This is an optimization exercise on Yosys and OpenROAD, whose aim is small area, a short achievable clock period and few clock cycles per item, not a production implementation.

## v6
==> flow/design.v <==
`timescale 1ns / 1ps
module simon128_256 (
  input  wire          clk       ,
  input  wire          rst       ,
  input  wire          key_valid ,
  output logic         key_ready ,
  input  wire  [255:0] key       ,
  input  wire          in_valid  ,
  output logic         in_ready  ,
  input  wire  [127:0] in_data   ,
  output logic         out_valid ,
  input  wire          out_ready ,
  output logic [127:0] out_data
);
  localparam integer R = 4;            
  localparam integer N = 72 / R;       
  localparam logic [61:0] Z4 = 62'b11010001111001101011011000100000010111000011001010010011101111;
  function automatic logic zbit(input integer i);
    zbit = Z4[61 - (i % 62)];
  endfunction
  function automatic logic [63:0] rol(input logic [63:0] v, input integer n);
    rol = (v << n) | (v >> (64 - n));
  endfunction
  function automatic logic [63:0] ror(input logic [63:0] v, input integer n);
    ror = (v >> n) | (v << (64 - n));
  endfunction
  logic [255:0] kreg;        
  logic [255:0] ks;          
  logic [ 63:0] x, y;        
  logic         idle;        
  logic         busy;        
  logic [  5:0] cnt;
  logic         last;
  assign key_ready = 1'b1;
  assign in_ready  = idle;
  assign out_data  = {x, y};
  assign last      = (cnt == N - 1);
  logic [R-1:0] zc;
  always_comb begin
    zc = '0;
    for (int c = 0; c < N; c++)
      if (cnt == c)
        for (int j = 0; j < R; j++)
          zc[j] = zbit(R * c + j);
  end
  logic [63:0] w [0:R+3];
  logic [63:0] t [0:R-1];
  always_comb begin
    for (int j = 0; j < 4; j++) w[j] = ks[64*j +: 64];
    for (int j = 0; j < R; j++) begin
      t[j]   = ror(w[j+3], 3) ^ w[j+1];
      w[j+4] = ~w[j] ^ t[j] ^ ror(t[j], 1) ^ {63'd0, zc[j]} ^ 64'd3;
    end
  end
  logic [63:0] xs [0:R];
  logic [63:0] ys [0:R];
  always_comb begin
    xs[0] = x;
    ys[0] = y;
    for (int j = 0; j < R; j++) begin
      xs[j+1] = ys[j] ^ (rol(xs[j], 1) & rol(xs[j], 8)) ^ rol(xs[j], 2) ^ w[j];
      ys[j+1] = xs[j];
    end
  end
  always_ff @(posedge clk) begin
    if (key_valid) kreg <= key;
  end
  always_ff @(posedge clk) begin
    if (idle) begin
      x  <= in_data[127:64];
      y  <= in_data[ 63: 0];
    end else if (busy) begin
      x  <= xs[R];
      y  <= ys[R];
    end
  end
  always_ff @(posedge clk) begin
    if (idle) ks <= kreg;
    else          ks <= {w[R+3], w[R+2], w[R+1], w[R]};
  end
  always_ff @(posedge clk) begin
    if (rst) begin
      idle      <= 1'b1;
      busy      <= 1'b0;
      out_valid <= 1'b0;
    end else begin
      if (idle) begin
        idle <= ~in_valid;
        busy <= in_valid;
      end else if (busy) begin
        if (last) begin
          busy      <= 1'b0;
          out_valid <= 1'b1;
        end
      end else if (out_ready) begin
        out_valid <= 1'b0;
        idle      <= 1'b1;
      end
    end
  end
  always_ff @(posedge clk) begin
    if (!busy) cnt <= '0;
    else       cnt <= cnt + 1'b1;
  end
endmodule
Settings: LEC_CHECK=0, CAP_MARGIN=20, CORE_MARGIN=2, CORE_UTILIZATION=40, SLEW_MARGIN=20, SYNTH_MEMORY_MAX_BITS=8192; clock period 5.0 ns.
standard.sh (not shown) runs the stock make flow with config.mk's settings and CLKGATE_MAP_FILE= SYNTH_SCRIPT=/design/flow/synth_recipe.tcl, a recipe that flattens the netlist after the stock synthesis.
==> flow/flow/run.sh <==
#!/bin/bash
set -euo pipefail
export BUFFER_PORTS_ARGS="-buffer_cell sky130_fd_sc_hd__buf_1"
bash standard.sh finish > standard_flow.log 2>&1
Here is what was changed in the inputs of v7 compared with v6.
diff --git a/flow/design.v b/flow/design.v
--- a/flow/design.v
+++ b/flow/design.v
@@ -9,13 +9,13 @@
   output logic         in_ready  ,
   input  wire  [127:0] in_data   ,
   output logic         out_valid ,
   input  wire          out_ready ,
   output logic [127:0] out_data
 );
-  localparam integer R = 4;            
+  localparam integer R = 3;            
   localparam integer N = 72 / R;       
   localparam logic [61:0] Z4 = 62'b11010001111001101011011000100000010111000011001010010011101111;
   function automatic logic zbit(input integer i);
     zbit = Z4[61 - (i % 62)];
   endfunction
   function automatic logic [63:0] rol(input logic [63:0] v, input integer n);
### Flow results
- Re synthesized netlist cell count: v7 is 21% down on v6.
- v7 vs. v6: detailed-placement wirelength estimate lower, worst setup slack higher, chip width lower.
- Compared with v6, v7 shows a netlist area before placement that is 16% lower.
- Global-route usage for v7 is lower than for v6.
- In the flow results for v7 and v6, the first-iteration DRC count is smaller on v7.
- Compared with v6, in v7 average vias per placed instance went down.
No run of this note included a check of the RTL's function; only the layout flow was run.

* * *

simon128_256, a different RTL version from the one above (not shown whole).
Size in the first run: about 680 flip-flops.
==> module simon128_256, before the edit <==
module simon128_256 (
  input  wire          clk       ,
  input  wire          rst       ,
  input  wire          key_valid ,
  output logic         key_ready ,
  input  wire  [255:0] key       ,
  input  wire          in_valid  ,
  output logic         in_ready  ,
  input  wire  [127:0] in_data   ,
  output logic         out_valid ,
  input  wire          out_ready ,
  output logic [127:0] out_data
);
  localparam integer R = 3;            
  localparam integer N = 72 / R;       
  localparam logic [61:0] Z4 = 62'b11010001111001101011011000100000010111000011001010010011101111;
  function automatic logic zbit(input integer i);
    zbit = Z4[61 - (i % 62)];
  endfunction
  function automatic logic [63:0] rol(input logic [63:0] v, input integer n);
    rol = (v << n) | (v >> (64 - n));
  endfunction
  function automatic logic [63:0] ror(input logic [63:0] v, input integer n);
    ror = (v >> n) | (v << (64 - n));
  endfunction
  logic [255:0] kreg;        
  logic [255:0] ks;          
  logic [ 63:0] x, y;        
  logic         idle;        
  logic         busy;        
  logic [  5:0] cnt;
  logic         last;
  assign key_ready = 1'b1;
  assign in_ready  = idle;
  assign out_data  = {x, y};
  function automatic logic [6:0] zinit();
    for (int j = 0; j < 7; j++) zinit[j] = zbit(j);
  endfunction
  function automatic logic [6:0] zadv(input logic [6:0] zs);
    logic [R+6:0] e;
    e[6:0] = zs;
    for (int j = 7; j < R + 7; j++) e[j] = e[j-2] ^ e[j-3] ^ e[j-7];
    zadv = e[R +: 7];
  endfunction
  logic [63:0] w [0:R+3];
  logic [63:0] t [0:R-1];
  always_comb begin
    for (int j = 0; j < 4; j++) w[j] = ks[64*j +: 64];
    for (int j = 0; j < R; j++) begin
      t[j]   = ror(w[j+3], 3) ^ w[j+1];
      w[j+4] = ~w[j] ^ t[j] ^ ror(t[j], 1) ^ {63'd0, zc[j]} ^ 64'd3;
    end
  end
  logic [63:0] xs [0:R];
  logic [63:0] ys [0:R];
  always_comb begin
    xs[0] = x;
    ys[0] = y;
    for (int j = 0; j < R; j++) begin
      xs[j+1] = ys[j] ^ (rol(xs[j], 1) & rol(xs[j], 8)) ^ rol(xs[j], 2) ^ w[j];
      ys[j+1] = xs[j];
    end
  end
  localparam integer NC = 8;
  logic [NC:0] idle_c, busy_c, ov_c;
  assign idle      = idle_c[NC];
  assign busy      = busy_c[NC];
  assign out_valid = ov_c[NC];
  logic [127:0] s_q, s_d;
  assign s_d = {xs[R], ys[R]};
  assign {x, y} = s_q;
  for (genvar c = 0; c <= NC; c++) begin : g_ctl
    always_ff @(posedge clk) begin
      if (rst) begin
        idle_c[c] <= 1'b1;
        busy_c[c] <= 1'b0;
        ov_c[c]   <= 1'b0;
      end else begin
        if (idle_c[c]) begin
          idle_c[c] <= ~in_valid;
          busy_c[c] <= in_valid;
        end else if (busy_c[c]) begin
          if (last) begin
            busy_c[c] <= 1'b0;
            ov_c[c]   <= 1'b1;
          end
        end else if (out_ready) begin
          ov_c[c]   <= 1'b0;
          idle_c[c] <= 1'b1;
        end
      end
    end
  end
  for (genvar c = 0; c < NC; c++) begin : g_slice
    localparam integer SW = 128 / NC;
    localparam integer KW = 256 / NC;
    always_ff @(posedge clk) begin
      if (idle_c[c])      s_q[SW*c +: SW] <= in_data[SW*c +: SW];
      else if (!ov_c[c])  s_q[SW*c +: SW] <= s_d[SW*c +: SW];
    end
    always_ff @(posedge clk) begin
      if (idle_c[c]) ks[KW*c +: KW] <= kreg[KW*c +: KW];
      else           ks[KW*c +: KW] <= {w[R+3], w[R+2], w[R+1], w[R]} >> (KW*c);
    end
  end
  always_ff @(posedge clk) begin
    if (key_valid) kreg <= key;
  end
  always_ff @(posedge clk) begin
    if (!busy) cnt <= '0;
    else       cnt <= cnt + 1'b1;
  end
  logic [6:0]   zs;
  logic [R-1:0] zc;
  assign zc = zs[R-1:0];
  always_ff @(posedge clk) begin
    if (rst)      zs <= zinit();
    else if (busy & ~last) zs <= zadv(zs);
    else          zs <= zinit();
  end
  always_ff @(posedge clk) begin
    if (rst) last <= 1'b0;
    else     last <= busy & (cnt == N - 2);
  end
endmodule
clock: 5.0 ns
lec_check: 0
cap_margin: 20
core_margin: 2
core_utilization: 40
setup_slack_margin: 2.3
slew_margin: 20
Scripts as last shown in full above: flow/flow/run.sh
==> next run, changes <==
--- a/flow/design.v
+++ b/flow/design.v
@@ -11,12 +11,13 @@
   output logic         out_valid ,
   input  wire          out_ready ,
   output logic [127:0] out_data
 );
   localparam integer R = 3;            
   localparam integer N = 72 / R;       
+  localparam integer NC = 8;           
   localparam logic [61:0] Z4 = 62'b11010001111001101011011000100000010111000011001010010011101111;
   function automatic logic zbit(input integer i);
     zbit = Z4[61 - (i % 62)];
   endfunction
   function automatic logic [63:0] rol(input logic [63:0] v, input integer n);
     rol = (v << n) | (v >> (64 - n));
@@ -29,13 +30,12 @@
   logic [ 63:0] x, y;        
   logic         idle;        
   logic         busy;        
   logic [  5:0] cnt;
   logic         last;
   assign key_ready = 1'b1;
-  assign in_ready  = idle;
   assign out_data  = {x, y};
   function automatic logic [6:0] zinit();
     for (int j = 0; j < 7; j++) zinit[j] = zbit(j);
   endfunction
   function automatic logic [6:0] zadv(input logic [6:0] zs);
     logic [R+6:0] e;
@@ -59,51 +59,51 @@
     ys[0] = y;
     for (int j = 0; j < R; j++) begin
       xs[j+1] = ys[j] ^ (rol(xs[j], 1) & rol(xs[j], 8)) ^ rol(xs[j], 2) ^ w[j];
       ys[j+1] = xs[j];
     end
   end
-  localparam integer NC = 8;
-  logic [NC:0] idle_c, busy_c, ov_c;
-  assign idle      = idle_c[NC];
-  assign busy      = busy_c[NC];
+  logic [NC+1:0] idle_c, busy_c, ov_c;
+  assign idle      = idle_c[NC+1];
+  assign busy      = busy_c[NC+1];
   assign out_valid = ov_c[NC];
   logic [127:0] s_q, s_d;
   assign s_d = {xs[R], ys[R]};
   assign {x, y} = s_q;
-  for (genvar c = 0; c <= NC; c++) begin : g_ctl
+  logic [NC+1:0] take_c;
+  for (genvar c = 0; c <= NC + 1; c++) begin : g_ctl
+    assign take_c[c] = idle_c[c] | (ov_c[c] & out_ready);
     always_ff @(posedge clk) begin
       if (rst) begin
         idle_c[c] <= 1'b1;
         busy_c[c] <= 1'b0;
         ov_c[c]   <= 1'b0;
       end else begin
-        if (idle_c[c]) begin
+        if (take_c[c]) begin
           idle_c[c] <= ~in_valid;
           busy_c[c] <= in_valid;
+          ov_c[c]   <= 1'b0;
         end else if (busy_c[c]) begin
           if (last) begin
             busy_c[c] <= 1'b0;
             ov_c[c]   <= 1'b1;
           end
-        end else if (out_ready) begin
-          ov_c[c]   <= 1'b0;
-          idle_c[c] <= 1'b1;
         end
       end
     end
   end
+  assign in_ready = take_c[NC];
   for (genvar c = 0; c < NC; c++) begin : g_slice
     localparam integer SW = 128 / NC;
     localparam integer KW = 256 / NC;
     always_ff @(posedge clk) begin
-      if (idle_c[c])      s_q[SW*c +: SW] <= in_data[SW*c +: SW];
-      else if (!ov_c[c])  s_q[SW*c +: SW] <= s_d[SW*c +: SW];
+      if (take_c[c])      s_q[SW*c +: SW] <= in_data[SW*c +: SW];
+      else if (busy_c[c]) s_q[SW*c +: SW] <= s_d[SW*c +: SW];
     end
     always_ff @(posedge clk) begin
-      if (idle_c[c]) ks[KW*c +: KW] <= kreg[KW*c +: KW];
+      if (take_c[c]) ks[KW*c +: KW] <= kreg[KW*c +: KW];
       else           ks[KW*c +: KW] <= {w[R+3], w[R+2], w[R+1], w[R]} >> (KW*c);
     end
   end
   always_ff @(posedge clk) begin
     if (key_valid) kreg <= key;
   end
What happened: Critical path depth is unchanged; synthesized cell count rises by roughly a tenth; routed wire length rises slightly; final area falls slightly.
No functional check of the RTL was part of any run of this note.

* * *

the previous run:
simon128_256, a different RTL version from the one above (not shown whole).
Size in the first run: roughly 2,800 cells after synthesis, about 520 I/O pins, about 0.038 sq mm of cells after synthesis.
==> module simon128_256, before the edit <==
module simon128_256 (
  input  wire          clk       ,
  input  wire          rst       ,
  input  wire          key_valid ,
  output logic         key_ready ,
  input  wire  [255:0] key       ,
  input  wire          in_valid  ,
  output logic         in_ready  ,
  input  wire  [127:0] in_data   ,
  output logic         out_valid ,
  input  wire          out_ready ,
  output logic [127:0] out_data
);
  localparam integer R  = 3;           
  localparam integer N  = 72 / R;      
  localparam integer NC = 8;           
  localparam logic [61:0] Z4 = 62'b11010001111001101011011000100000010111000011001010010011101111;
  function automatic logic zbit(input integer i);
    zbit = Z4[61 - (i % 62)];
  endfunction
  function automatic logic [63:0] rol(input logic [63:0] v, input integer n);
    rol = (v << n) | (v >> (64 - n));
  endfunction
  function automatic logic [63:0] ror(input logic [63:0] v, input integer n);
    ror = (v >> n) | (v << (64 - n));
  endfunction
  function automatic logic [6:0] zinit();
    for (int j = 0; j < 7; j++) zinit[j] = zbit(j);
  endfunction
  function automatic logic [6:0] zadv(input logic [6:0] zs);
    logic [R+6:0] e;
    e[6:0] = zs;
    for (int j = 7; j < R + 7; j++) e[j] = e[j-2] ^ e[j-3] ^ e[j-7];
    zadv = e[R +: 7];
  endfunction
  logic [255:0] kreg;        
  logic [255:0] ks;          
  logic [127:0] s_q;         
  logic [127:0] s_d;
  logic [255:0] ks_d;
  logic [  5:0] cnt;         
  logic         last;
  logic [NC:0] idle_c, busy_c, ov_c;
  logic          idle, busy;
  assign idle      = idle_c[NC];
  assign busy      = busy_c[NC];
  assign key_ready = 1'b1;
  assign in_ready  = idle;
  assign out_valid = ov_c[NC];
  assign out_data  = s_q;
  logic [255:0] ksi;
  logic [63:0] w [0:R+3];
  logic [63:0] t [0:R-1];
  always_comb begin
    for (int j = 0; j < 4; j++) w[j] = ksi[64*j +: 64];
    for (int j = 0; j < R; j++) begin
      t[j]   = ror(w[j+3], 3) ^ w[j+1];
      w[j+4] = ~w[j] ^ t[j] ^ ror(t[j], 1) ^ {63'd0, zc[j]} ^ 64'd3;
    end
    ks_d = {w[R+3], w[R+2], w[R+1], w[R]};
  end
  logic [127:0] si;
  logic [63:0] xs [0:R];
  logic [63:0] ys [0:R];
  always_comb begin
    xs[0] = si[127:64];
    ys[0] = si[ 63: 0];
    for (int j = 0; j < R; j++) begin
      xs[j+1] = ys[j] ^ (rol(xs[j], 1) & rol(xs[j], 8)) ^ rol(xs[j], 2) ^ w[j];
      ys[j+1] = xs[j];
    end
    s_d = {xs[R], ys[R]};
  end
  for (genvar c = 0; c <= NC; c++) begin : g_ctl
    always_ff @(posedge clk) begin
      if (rst) begin
        idle_c[c] <= 1'b1;
        busy_c[c] <= 1'b0;
        ov_c[c]   <= 1'b0;
      end else begin
        if (idle_c[c]) begin
          idle_c[c] <= ~in_valid;
          busy_c[c] <= in_valid;
        end else if (busy_c[c]) begin
          if (last) begin
            busy_c[c] <= 1'b0;
            ov_c[c]   <= 1'b1;
          end
        end else if (out_ready) begin
          ov_c[c]   <= 1'b0;
          idle_c[c] <= 1'b1;
        end
      end
    end
  end
  for (genvar c = 0; c < NC; c++) begin : g_slice
    localparam integer SW = 128 / NC;
    localparam integer KW = 256 / NC;
    assign si [SW*c +: SW] = idle_c[c] ? in_data[SW*c +: SW] : s_q[SW*c +: SW];
    assign ksi[KW*c +: KW] = idle_c[c] ? kreg[KW*c +: KW] : ks[KW*c +: KW];
    always_ff @(posedge clk) begin
      if (!ov_c[c]) s_q[SW*c +: SW] <= s_d[SW*c +: SW];
    end
  end
  always_ff @(posedge clk) begin
    ks <= ks_d;
  end
  always_ff @(posedge clk) begin
    if (key_valid) kreg <= key;
  end
  always_ff @(posedge clk) begin
    if (idle) cnt <= 6'd1;
    else      cnt <= cnt + 1'b1;
  end
  logic [6:0]   zs;
  logic [R-1:0] zc;
  assign zc = zs[R-1:0];
  always_ff @(posedge clk) begin
    if (rst)      zs <= zinit();
    else if ((busy & ~last) | (idle & in_valid)) zs <= zadv(zs);
    else          zs <= zinit();
  end
  always_ff @(posedge clk) begin
    if (rst) last <= 1'b0;
    else     last <= busy & (cnt == N - 2);
  end
endmodule
clock: 5.0 ns
lec_check: 0
cap_margin: 20
core_margin: 2
core_utilization: 40
slew_margin: 20
synth_memory_max_bits: 8192
Scripts as last shown in full above: flow/flow/run.sh
## Diff of input files: the current run against the previous run
--- a/flow/design.v
+++ b/flow/design.v
@@ -23,34 +23,34 @@
     rol = (v << n) | (v >> (64 - n));
   endfunction
   function automatic logic [63:0] ror(input logic [63:0] v, input integer n);
     ror = (v >> n) | (v << (64 - n));
   endfunction
-  function automatic logic [6:0] zinit();
-    for (int j = 0; j < 7; j++) zinit[j] = zbit(j);
-  endfunction
-  function automatic logic [6:0] zadv(input logic [6:0] zs);
-    logic [R+6:0] e;
-    e[6:0] = zs;
-    for (int j = 7; j < R + 7; j++) e[j] = e[j-2] ^ e[j-3] ^ e[j-7];
-    zadv = e[R +: 7];
+  function automatic logic [R-1:0] zrom(input logic [5:0] c);
+    zrom = '0;
+    for (int i = 0; i < N; i++)
+      if (c == i)
+        for (int j = 0; j < R; j++)
+          zrom[j] = zbit(R * i + j);
   endfunction
   logic [255:0] kreg;        
   logic [255:0] ks;          
   logic [127:0] s_q;         
   logic [127:0] s_d;
   logic [255:0] ks_d;
+  logic [R-1:0] zc;          
   logic [  5:0] cnt;         
   logic         last;
-  logic [NC:0] idle_c, busy_c, ov_c;
+  logic [NC-1:0] idle_c, busy_c, ov_c;
   logic          idle, busy;
-  assign idle      = idle_c[NC];
-  assign busy      = busy_c[NC];
+  assign idle      = idle_c[0];
+  assign busy      = busy_c[0];
   assign key_ready = 1'b1;
   assign in_ready  = idle;
-  assign out_valid = ov_c[NC];
+  assign out_valid = ov_c[0];
   assign out_data  = s_q;
+  assign last      = (cnt == N - 1);
   logic [255:0] ksi;
   logic [63:0] w [0:R+3];
   logic [63:0] t [0:R-1];
   always_comb begin
     for (int j = 0; j < 4; j++) w[j] = ksi[64*j +: 64];
@@ -70,11 +70,13 @@
       xs[j+1] = ys[j] ^ (rol(xs[j], 1) & rol(xs[j], 8)) ^ rol(xs[j], 2) ^ w[j];
       ys[j+1] = xs[j];
     end
     s_d = {xs[R], ys[R]};
   end
-  for (genvar c = 0; c <= NC; c++) begin : g_ctl
+  for (genvar c = 0; c < NC; c++) begin : g_ctl
+    localparam integer SW = 128 / NC;
+    localparam integer KW = 256 / NC;
     always_ff @(posedge clk) begin
       if (rst) begin
         idle_c[c] <= 1'b1;
         busy_c[c] <= 1'b0;
         ov_c[c]   <= 1'b0;
@@ -91,14 +93,10 @@
           ov_c[c]   <= 1'b0;
           idle_c[c] <= 1'b1;
         end
       end
     end
-  end
-  for (genvar c = 0; c < NC; c++) begin : g_slice
-    localparam integer SW = 128 / NC;
-    localparam integer KW = 256 / NC;
     assign si [SW*c +: SW] = idle_c[c] ? in_data[SW*c +: SW] : s_q[SW*c +: SW];
     assign ksi[KW*c +: KW] = idle_c[c] ? kreg[KW*c +: KW] : ks[KW*c +: KW];
     always_ff @(posedge clk) begin
       if (!ov_c[c]) s_q[SW*c +: SW] <= s_d[SW*c +: SW];
     end
@@ -111,18 +109,12 @@
   end
   always_ff @(posedge clk) begin
     if (idle) cnt <= 6'd1;
     else      cnt <= cnt + 1'b1;
   end
-  logic [6:0]   zs;
-  logic [R-1:0] zc;
-  assign zc = zs[R-1:0];
   always_ff @(posedge clk) begin
-    if (rst)      zs <= zinit();
-    else if ((busy & ~last) | (idle & in_valid)) zs <= zadv(zs);
-    else          zs <= zinit();
-  end
-  always_ff @(posedge clk) begin
-    if (rst) last <= 1'b0;
-    else     last <= busy & (cnt == N - 2);
+    if (rst)                 zc <= zrom(6'd0);
+    else if (idle)           zc <= in_valid ? zrom(6'd1) : zrom(6'd0);
+    else if (busy && !last)  zc <= zrom(cnt + 6'd1);
+    else                     zc <= zrom(6'd0);
   end
 endmodule
### Flow results
- The current run | status: complete | timing, DRC, antenna: pass
- On setup slack, the higher figure sits with the previous run, not the current run.
- Compared with the previous run, in the current run count of clock tree sinks fell by 1.2%, number of multi-input combinational cells in the layout rose by 66, biggest fanout along the worst timing path now sits higher, non-clock buffering overhead in the final layout neither gained nor lost much, die area has increased.
- Portion of the clock cycle consumed by the worst path in the final layout: the current run vs the previous run up 4.6 points
- Utilization essentially unchanged between the previous run and the current run.
No functional check of the RTL was part of any run of this note.

re-timing with driven ports:
Ports are ideal in the flow. The routed layouts listed here were re-timed in OpenROAD.
Step 1, drivers: a clkbuf_16 drives clk and a buf_2 each remaining input, both assumed.
Step 2 times the ports against the registers' clock, not the clock port: input delays grow and output delays shrink by t, the midpoint of the rising clock arrivals with the driver on.
Slacks: ideal / step 1 / step 2; pairs: ideal / step 1.
| run | shift t [ns] | setup WS [ns] | pins driven straight from the clock port |
|---|---|---|---|
| v6 | 0.726 | 0.781 / 0.781 / 0.781 | 1 |
| v7 | 0.691 | 1.783 / 1.783 / 1.783 | 1 |
| the first run of note 2 | 0.724 | 2.279 / 2.279 / 2.279 | 1 |
| the second run of note 2 | 0.718 | 2.310 / 2.310 / 1.859 | 1 |
| the previous run | 0.720 | 1.236 / 1.236 / 0.938 | 1 |
| the current run | 0.716 | 1.007 / 1.007 / 0.754 | 1 |
After both steps setup and hold are still met in every run listed. For the second run of note 2, which loses most, drivers alone change the setup slack by 0.000 ns; drivers and shift together by -0.451 ns.
